What follows belongs to an exercise in optimizing a design on an open flow for small area, a short achievable clock period and few clock cycles; a production flow would make more cautious choices.

Design Riscv_core, start of the top module:
module Riscv_core
    (
        input                   clk,
        input                   rst_n,
        output  [13:0]          rom_addr,    
        input   [31:0]          inst,
        output  [31:0]          dmem_addr,   
        input   [31:0]          dmem_rdata,  
        output  [31:0]          dmem_wdata,  
        output  [3:0]           dmem_wmask   
    );
For scale: roughly 11000 cells after synthesis, about 1400 flip-flops, ~150 I/O pins, ~93000 sq um of cells after synthesis.
Settings: LEC_CHECK=0, ABC_AREA=1, CAP_MARGIN=30, CORE_MARGIN=2, CORE_UTILIZATION=40, CTS_BUF_LIST=sky130_fd_sc_hd__clkbuf_8, CTS_CLUSTER_SIZE=24, PLACE_DENSITY=0.55, SLEW_MARGIN=20, SETUP_SLACK_MARGIN=17, BUFFER_PORTS_ARGS=-buffer_cell sky130_fd_sc_hd__buf_4; clock period 24.0 ns.
standard.sh (not shown) runs the stock make flow with config.mk's settings and CLKGATE_MAP_FILE= SYNTH_SCRIPT=/design/flow/synth_recipe.tcl, a recipe that flattens the netlist after the stock synthesis.
==> flow/flow/run.sh <==
#!/bin/bash
# Standard layout, with the timing repair aiming for a setup margin and
# ordinary buffers (not delay cells) on the ports.
cp standard.sh standard_sh.txt
cp config.mk config_mk_my.txt
echo "export SETUP_SLACK_MARGIN = 17" >> config.mk
echo "export BUFFER_PORTS_ARGS = -buffer_cell sky130_fd_sc_hd__buf_4" >> config.mk
bash standard.sh > standard.log 2>&1
Next try:
--- a/flow/design.v
+++ b/flow/design.v
@@ -81,22 +81,19 @@
     end
     reg  [4:0]  md_cnt;
     wire        m_sa = (e_f3[1:0] == 2'b01) | (e_f3[1:0] == 2'b10);    
     wire        m_sb = (e_f3[1:0] == 2'b01);                            
     reg  [33:0] mh;            
     reg  [23:0] ml;            
     reg         mprev;         
     wire        m_last3 = (md_cnt[1:0] == 2'd3);
-    wire        m_rest = (e_b[31:7] == 25'd0) | (m_sb & (e_b[31:7] == {25{1'b1}}));
     wire        m_top  = m_last3 & ~m_sb & e_b[7];
-    wire        m_afit = (e_a[31:7] == 25'd0) | (m_sa & (e_a[31:7] == {25{1'b1}}));
-    wire        m_swap = (md_cnt[1:0] == 2'd0) & m_afit & ~m_rest;
-    wire [41:0] m_as   = m_swap ? {{10{m_sb & e_b[31]}}, e_b} : {{10{m_sa & e_a[31]}}, e_a};
-    wire [8:0]  m_bits = m_swap ? {e_a[7:0], 1'b0} : {e_b[7:0], mprev};
+    wire [41:0] m_as   = {{10{m_sa & e_a[31]}}, e_a};
+    wire [8:0]  m_bits = {e_b[7:0], mprev};
     reg  [41:0] m_row [0:3];
     reg  [41:0] m_x;
     reg         m_one, m_two, m_ng;
     reg  [41:0] m_sel;
     always @(*) begin
         m_x = m_top ? {m_as[33:0], 8'd0} : 42'd0;
         for (k = 0; k < 4; k = k + 1) begin
             m_one = m_bits[2*k+1] ^ m_bits[2*k];
@@ -117,17 +114,18 @@
                         (m_row[3][40:0] & m_x[40:0]), 1'b0};
     wire [41:0] m_s3 = m_s1 ^ m_c1 ^ m_s2;
     wire [41:0] m_c3 = {(m_s1[40:0] & m_c1[40:0]) | (m_s1[40:0] & m_s2[40:0]) |
                         (m_c1[40:0] & m_s2[40:0]), 1'b0};
     wire [41:0] m_s4 = m_s3 ^ m_c3 ^ m_c2;
     wire [41:0] m_c4 = {(m_s3[40:0] & m_c3[40:0]) | (m_s3[40:0] & m_c2[40:0]) |
                         (m_c3[40:0] & m_c2[40:0]), 1'b0};
     wire [41:0] m_sum  = m_s4 + m_c4;
-    wire        mul_end = m_last3 | m_rest | m_swap;
+    wire        m_rest = (e_b[31:7] == 25'd0) | (m_sb & (e_b[31:7] == {25{1'b1}}));
+    wire        mul_end = m_last3 | m_rest;
     wire [63:0] m_ext = {{22{m_sum[41]}}, m_sum};
     reg  [63:0] m_p;
     always @(*) begin
         case (md_cnt[1:0])
             2'd0:    m_p = m_ext;
             2'd1:    m_p = {m_ext[55:0], ml[23:16]};
             2'd2:    m_p = {m_ext[47:0], ml[23:8]};
             default: m_p = {m_ext[39:0], ml};
@@ -222,17 +220,18 @@
         endcase
         ld_h = m_val[1] ? dmem_rdata[31:16] : dmem_rdata[15:0];
         case (m_f3[1:0])
             2'b00:   ld_data = {{24{~m_f3[2] & ld_b[7]}}, ld_b};
             2'b01:   ld_data = {{16{~m_f3[2] & ld_h[15]}}, ld_h};
             default: ld_data = dmem_rdata;
         endcase
     end
-    wire [31:0] wb = m_load ? ld_data : m_neg ? -m_val : m_val;
+    wire [31:0] m_res = m_neg ? -m_val : m_val;
+    wire [31:0] wb = m_load ? ld_data : m_res;
     always @(posedge clk) begin
         if (m_wen)
             rf[m_rd] <= wb;
     end
     always @(posedge clk or negedge rst_n) begin
         if (!rst_n) begin
             m_wen   <= 1'b0;
             m_load  <= 1'b0;
@@ -279,33 +278,34 @@
         else if (d_lui | d_auipc)
             d_imm = {d_ir[31:12], 12'd0};
         else
             d_imm = {{20{d_ir[31]}}, d_ir[31:20]};
     end
     wire        use1 = ~(d_lui | d_auipc | d_jal);
     wire        use2 = d_r_type | d_st | d_br;
     wire        e_late = e_load | e_mul | e_div;
-    wire        hazard = d_valid & ~kill & e_wen & e_late &
-                         ((use1 & (rs1 == e_rd)) | (use2 & (rs2 == e_rd)));
+    wire        hazard = d_valid & ~kill &
+                         ((e_wen & e_late & ((use1 & (rs1 == e_rd)) | (use2 & (rs2 == e_rd)))) |
+                          (m_wen & m_load & ((use1 & (rs1 == m_rd)) | (use2 & (rs2 == m_rd)))));
     reg  [31:0] rf1, rf2;
     always @(*) begin
         rf1 = 32'd0;
         rf2 = 32'd0;
         for (k = 1; k < 32; k = k + 1) begin
             rf1 = rf1 | ({32{rs1 == k}} & rf[k]);
             rf2 = rf2 | ({32{rs2 == k}} & rf[k]);
         end
     end
     wire        fe1 = e_wen & (e_rd == rs1);
     wire        fe2 = e_wen & (e_rd == rs2);
     wire        fm1 = m_wen & (m_rd == rs1);
     wire        fm2 = m_wen & (m_rd == rs2);
-    wire [31:0] rv1 = (rs1 == 5'd0) ? 32'd0 : fe1 ? e_res : fm1 ? wb : rf1;
-    wire [31:0] rv2 = (rs2 == 5'd0) ? 32'd0 : fe2 ? e_res : fm2 ? wb : rf2;
+    wire [31:0] rv1 = (rs1 == 5'd0) ? 32'd0 : fe1 ? e_res : fm1 ? m_res : rf1;
+    wire [31:0] rv2 = (rs2 == 5'd0) ? 32'd0 : fe2 ? e_res : fm2 ? m_res : rf2;
     wire        go   = e_done & ~redirect & ~hazard;    
     wire        take = go & d_valid & ~kill;
     wire        d_next = (d_imm == 32'd4);
     wire        d_pred = d_br & d_imm[31];
     assign      d_fp   = d_valid & (d_jal | d_pred);
     assign rom_addr = pc_f[15:2];
     wire        f_jal  = (inst[6:0] == 7'b1101111);
     wire        f_bb   = (inst[6:0] == 7'b1100011) & inst[31];
Hold slack improved by 7.9 ps.
Cell count falls by 1.3%.
Maximum frequency rises by 6.5%.
Area after synthesis is about the same.
Setup slack improved by 460 ps.
Final area falls by 4.4%.
Register-to-register slack improved by 710 ps.
Wire length rises by 2.9%.
No functional check of the RTL was part of any run of this note.

-- separate check: timing with driven ports --
The results above use ideal ports. As a check the final layouts listed here were re-extracted and re-timed, cells and wires unchanged. Step 1 (the two cells are an assumption about what drives the block):
set clk [get_ports {clk}]
set_driving_cell -lib_cell sky130_fd_sc_hd__clkbuf_16 $clk
set_driving_cell -lib_cell sky130_fd_sc_hd__buf_2 [delete_from_list [all_inputs] $clk]
Step 2 also shifts input and output timing later by t, the mid clock arrival at the registers, as if the neighbouring blocks saw the same clock. a / b / c = no drivers / after step 1 / after step 2; a / b = the first two.
run | t, ns | slack for setup (ns) | latest minus earliest clock arrival (ns) | worst data-port slew with drivers (ns) | pins driven straight from the clock port
the first run | 1.115 | 16.448 / 16.448 / 15.555 | 0.116 / 0.116 | 0.11 | 1
the second run | 1.121 | 16.912 / 16.895 / 15.820 | 0.125 / 0.125 | 0.07 | 1
After both steps setup and hold are still met in every run listed. For the second run, which loses most, drivers alone change the setup slack by -0.017 ns; drivers and shift together by -1.092 ns.
